Background: an optimization exercise with open tools, aiming at small area. Do not read the settings as production practice.
Function was checked by simulation only, so behaviour that the tests miss may differ from the original.
The flow treats the clock pin as an ideal source. Dropping or thinning the clock tree relies on that and would not hold on a real chip.

Setup of v48:
==> flow/design.v (excerpt) <==
module spi_oled(
	input  clk,
	input  rst_n,
	output oled_cs,
	output oled_sck,
	output oled_rst,
	output oled_dc,
	output oled_mosi
);
Size: about 240 cells after synthesis, ~7 I/O pins, ~1600 um^2 of cells after synthesis.
==> flow/config.mk <==
export PLATFORM = sky130hd
export DESIGN_NAME = spi_oled
export DESIGN_NICKNAME = spi_oled
export VERILOG_FILES = /design/flow/design.v
export SDC_FILE = /design/flow/constraint.sdc
export NUM_CORES = 4
export LEC_CHECK = 0
export CAP_MARGIN = 20
export CORE_MARGIN = 2
export CORE_UTILIZATION = 40
export SLEW_MARGIN = 20
==> flow/constraint.sdc <==
create_clock -name core_clock -period 10.0 [get_ports {clk}]
set_input_delay 2.0000 -clock core_clock [delete_from_list [all_inputs] [get_ports {clk}]]
set_output_delay 2.0000 -clock core_clock [all_outputs]
set_load 0.01 [all_outputs]
standard.sh (not shown) runs the stock make flow with config.mk's settings and CLKGATE_MAP_FILE= SYNTH_SCRIPT=/design/flow/synth_recipe.tcl, a recipe that flattens the netlist after the stock synthesis.
==> flow/flow/run.sh <==
#!/bin/bash
set -euo pipefail
W=$PWD
R=$W/orfs/results/$FLOW_PLATFORM/spi_oled/base
YOSYS=$(command -v yosys || echo "$FLOW_HOME/../tools/install/yosys/bin/yosys")
LIB=$FLOW_HOME/platforms/$FLOW_PLATFORM/lib/sky130_fd_sc_hd__tt_025C_1v80.lib

# 1. standard synthesis (same registers, names and cell types as the standard flow's)
bash standard.sh "$R/1_2_yosys.v" > $W/flow_synth.log 2>&1
cp "$R/1_2_yosys.v" "$W/1_2_yosys.standard.v"

# 2. area re-optimisation of the logic between the flip-flops
DU=""
for c in $(cat $W/flow/dont_use.txt); do DU="$DU -dont_use $c"; done
SEEDS="1 2 3 4"
for s in $SEEDS; do
  sed -e "s#@SEED@#$s#g" $W/flow/deep.abc > $W/deep_$s.abc
  for f in post check; do
    sed -e "s#@LIB@#$LIB#g" -e "s#@IN@#$W/1_2_yosys.standard.v#g" -e "s#@OUT@#$W/1_2_yosys.post_$s.v#g" \
        -e "s#@DU@#$DU#g" -e "s#@ABC@#$W/deep_$s.abc#g" $W/flow/$f.ys > $W/${f}_$s.ys
  done
  ( "$YOSYS" -s $W/post_$s.ys > $W/flow_post_synth_$s.log 2>&1 && \
    "$YOSYS" -s $W/check_$s.ys > $W/flow_post_check_$s.log 2>&1 && \
    grep "Chip area" $W/flow_post_synth_$s.log | tail -1 | awk -v s=$s '{print $NF, s}' > $W/area_$s.txt ) || true &
done
wait
BEST=$(cat $W/area_*.txt 2>/dev/null | sort -g | head -1 | awk '{print $2}')
if [[ -n "$BEST" ]]; then
  echo "using seed $BEST"; cat $W/area_*.txt
  cp $W/1_2_yosys.post_$BEST.v "$R/1_2_yosys.v"
  touch "$R/1_2_yosys.v"
else
  echo "post-synthesis optimisation failed; keeping the standard netlist"
fi

# 3. the rest of the standard flow, from the new netlist
export BUFFER_PORTS_ARGS="-buffer_cell sky130_fd_sc_hd__buf_1"
export POST_CTS_TCL=$W/flow/post_cts.tcl
bash standard.sh > $W/flow_layout.log 2>&1
==> flow/flow/deep.abc <==
strash
&get -n
&deepsyn -T 60 -S @SEED@
&put
if -K 6
mfs2 -W 50 -M 5000
strash
&get -n
&deepsyn -T 60 -S @SEED@
&put
if -K 6
mfs2 -W 50 -M 5000
strash
&get -n
&deepsyn -T 60 -S @SEED@
&put
&get -n
&dch -f
&nf -R 1000
&put
topo
==> flow/flow/post_cts.tcl <==
# Replace the clock tree TritonCTS built by a single clock buffer next to the
# flip-flops: the clock port then drives one buffer, which drives every register.
set cts_bufs [get_cells -quiet clkbuf_*]
if { [llength $cts_bufs] > 0 } {
  remove_buffers $cts_bufs
}
set block [ord::get_db_block]
# dummy loads CTS may have added for balancing are not needed any more
foreach inst [$block getInsts] {
  if { [string match clkload* [$inst getName]] } {
    odb::dbInst_destroy $inst
  }
}
set clk_net [$block findNet clk]
set sx 0; set sy 0; set n 0
foreach it [$clk_net getITerms] {
  set loc [[$it getInst] getLocation]
  set sx [expr {$sx + [lindex $loc 0]}]
  set sy [expr {$sy + [lindex $loc 1]}]
  incr n
}
set dbu [$block getDbUnitsPerMicron]
set x [expr {$sx / double($n) / $dbu}]
set y [expr {$sy / double($n) / $dbu}]
puts "clock loads: $n, buffer at $x $y"
insert_buffer -buffer_cell sky130_fd_sc_hd__clkbuf_16 -net clk -buffer_name clkbuf_0_clk -location [list $x $y]
detailed_placement
check_placement -verbose
estimate_parasitics -placement
Other scripts of this flow, unchanged in this note and not shown: flow/flow/check.ys, flow/flow/dont_use.txt, flow/flow/post.ys
### v48 -> v50
- changing CORE_UTILIZATION from 40 to 60
--- a/flow/flow/run.sh
+++ b/flow/flow/run.sh
@@ -37,3 +37,3 @@
 export BUFFER_PORTS_ARGS="-buffer_cell sky130_fd_sc_hd__buf_1"
-export POST_CTS_TCL=$W/flow/post_cts.tcl
+export CTS_ARGS="-sink_clustering_enable -repair_clock_nets -sink_clustering_size 30 -sink_clustering_max_diameter 200 -root_buf sky130_fd_sc_hd__clkbuf_4 -buf_list sky130_fd_sc_hd__clkbuf_2 -dont_use_dummy_load"
 bash standard.sh > $W/flow_layout.log 2>&1
==> flow/flow/deep.abc <==
strash
&get -n
&deepsyn -T 90 -S @SEED@
&put
&get -n
&dch -f
&nf -R 1000
&put
topo
removed: flow/flow/post_cts.tcl
==> notes.md <==
met2 layer wire length in the routed design came out higher on v50 than on v48.
v48 → v50: via-per-instance ratio now larger, setup slack lost 240 ps, final wirelength rose by 0.75%, netlist area before placement up about 0.7%.
Post-synthesis to final-layout area growth (lower): v50
Of v50 and v48, the higher final design utilization belongs to v50.
Fmax: v50 below v48
As of v50, synthesized area per cell had risen by a few percent compared to v48.
In v50, the routed wire length per instance came out 7.8% above the value in v48.
Relative to v50, the following input files were edited for v47:
- CORE_UTILIZATION: 60 -> 40
--- a/flow/flow/run.sh
+++ b/flow/flow/run.sh
@@ -14,5 +14,6 @@
 for c in $(cat $W/flow/dont_use.txt); do DU="$DU -dont_use $c"; done
-SEEDS="1 2 3 4"
+SEEDS="5 6 7 8"
 for s in $SEEDS; do
-  sed -e "s#@SEED@#$s#g" $W/flow/deep.abc > $W/deep_$s.abc
+  MAPPER=nf; if (( s % 2 == 0 )); then MAPPER=amap; fi
+  sed -e "s#@SEED@#$s#g" $W/flow/deep_$MAPPER.abc > $W/deep_$s.abc
   for f in post check; do
@@ -37,3 +38,3 @@
 export BUFFER_PORTS_ARGS="-buffer_cell sky130_fd_sc_hd__buf_1"
-export CTS_ARGS="-sink_clustering_enable -repair_clock_nets -sink_clustering_size 30 -sink_clustering_max_diameter 200 -root_buf sky130_fd_sc_hd__clkbuf_4 -buf_list sky130_fd_sc_hd__clkbuf_2 -dont_use_dummy_load"
+export POST_CTS_TCL=$W/flow/post_cts.tcl
 bash standard.sh > $W/flow_layout.log 2>&1
==> flow/flow/deep_amap.abc (new file) <==
strash
&get -n
&deepsyn -T 600 -S @SEED@
&put
if -K 6
mfs2 -W 50 -M 5000
strash
&get -n
&deepsyn -T 600 -S @SEED@
&put
if -K 6
mfs2 -W 50 -M 5000
strash
&get -n
&deepsyn -T 600 -S @SEED@
&put
dch -f
amap
topo
==> flow/flow/deep_nf.abc (new file) <==
strash
&get -n
&deepsyn -T 600 -S @SEED@
&put
if -K 6
mfs2 -W 50 -M 5000
strash
&get -n
&deepsyn -T 600 -S @SEED@
&put
if -K 6
mfs2 -W 50 -M 5000
strash
&get -n
&deepsyn -T 600 -S @SEED@
&put
&get -n
&dch -f
&nf -R 1000
&put
topo
==> flow/flow/post_cts.tcl (new file) <==
# Replace the clock tree TritonCTS built by a single clock buffer next to the
# flip-flops: the clock port then drives one buffer, which drives every register.
# Bypass and delete them one by one (remove_buffers would also take out the
# port buffers).
proc bypass_buffer { inst } {
  set in_net "NULL"
  set out_net "NULL"
  foreach it [$inst getITerms] {
    set n [$it getNet]
    if { $n == "NULL" } { continue }
    if { [$it isInputSignal] } { set in_net $n }
    if { [$it isOutputSignal] } { set out_net $n }
  }
  if { $out_net != "NULL" } {
    foreach it [$out_net getITerms] {
      if { [$it getInst] != $inst } {
        $it disconnect
        $it connect $in_net
      }
    }
  }
  odb::dbInst_destroy $inst
  if { $out_net != "NULL" } { odb::dbNet_destroy $out_net }
}
set block [ord::get_db_block]
set cts_cells {}
foreach inst [$block getInsts] {
  set name [$inst getName]
  if { [string match clkbuf_* $name] || [string match clkload* $name] } {
    lappend cts_cells $name
  }
}
foreach name $cts_cells {
  puts "removing clock tree cell $name"
  bypass_buffer [$block findInst $name]
}
set clk_net [$block findNet clk]
set sx 0; set sy 0; set n 0
foreach it [$clk_net getITerms] {
  set loc [[$it getInst] getLocation]
  set sx [expr {$sx + [lindex $loc 0]}]
  set sy [expr {$sy + [lindex $loc 1]}]
  incr n
}
set dbu [$block getDbUnitsPerMicron]
set x [expr {$sx / double($n) / $dbu}]
set y [expr {$sy / double($n) / $dbu}]
puts "clock loads: $n, buffer at $x $y"
insert_buffer -buffer_cell sky130_fd_sc_hd__clkbuf_16 -net clk -buffer_name clkbuf_0_clk -location [list $x $y]
detailed_placement
check_placement -verbose
estimate_parasitics -placement
removed: flow/flow/deep.abc
[summary]
Against v50, v47 comes in 13% lower on post-synthesis average cell area.
The lower number of instances in the synthesized netlist came out of v50.
Looking only at worst hold slack, and setting everything else aside, the higher value of v50 and v47 goes to v50.
In v48 and v47 the design's own scripts or RTL, not TritonCTS, make the clock network.

## separate check: timing with driven ports
Ports are ideal in the flow. The routed layouts listed here were re-timed in OpenROAD.
Step 1 (the two cells are an assumption about what drives the block):
set clk [get_ports {clk}]
set_driving_cell -lib_cell sky130_fd_sc_hd__clkbuf_16 $clk
set_driving_cell -lib_cell sky130_fd_sc_hd__buf_2 [delete_from_list [all_inputs] $clk]
Step 2 also shifts input and output timing later by t, the mid clock arrival at the registers, as if the neighbouring blocks saw the same clock.
a / b / c = ideal / step 1 / step 2; a / b = the first two.
run | t (ns) | setup slack, ns | hold WS [ns]
v48 | 0.174 | 4.985 / 4.956 / 5.131 | 0.531 / 0.531 / 0.531
v50 | 0.318 | 4.744 / 4.723 / 5.041 | 0.534 / 0.534 / 0.534
v47 | 0.175 | 4.691 / 4.665 / 4.840 | 0.434 / 0.434 / 0.434
After both steps setup and hold are still met in every run listed.
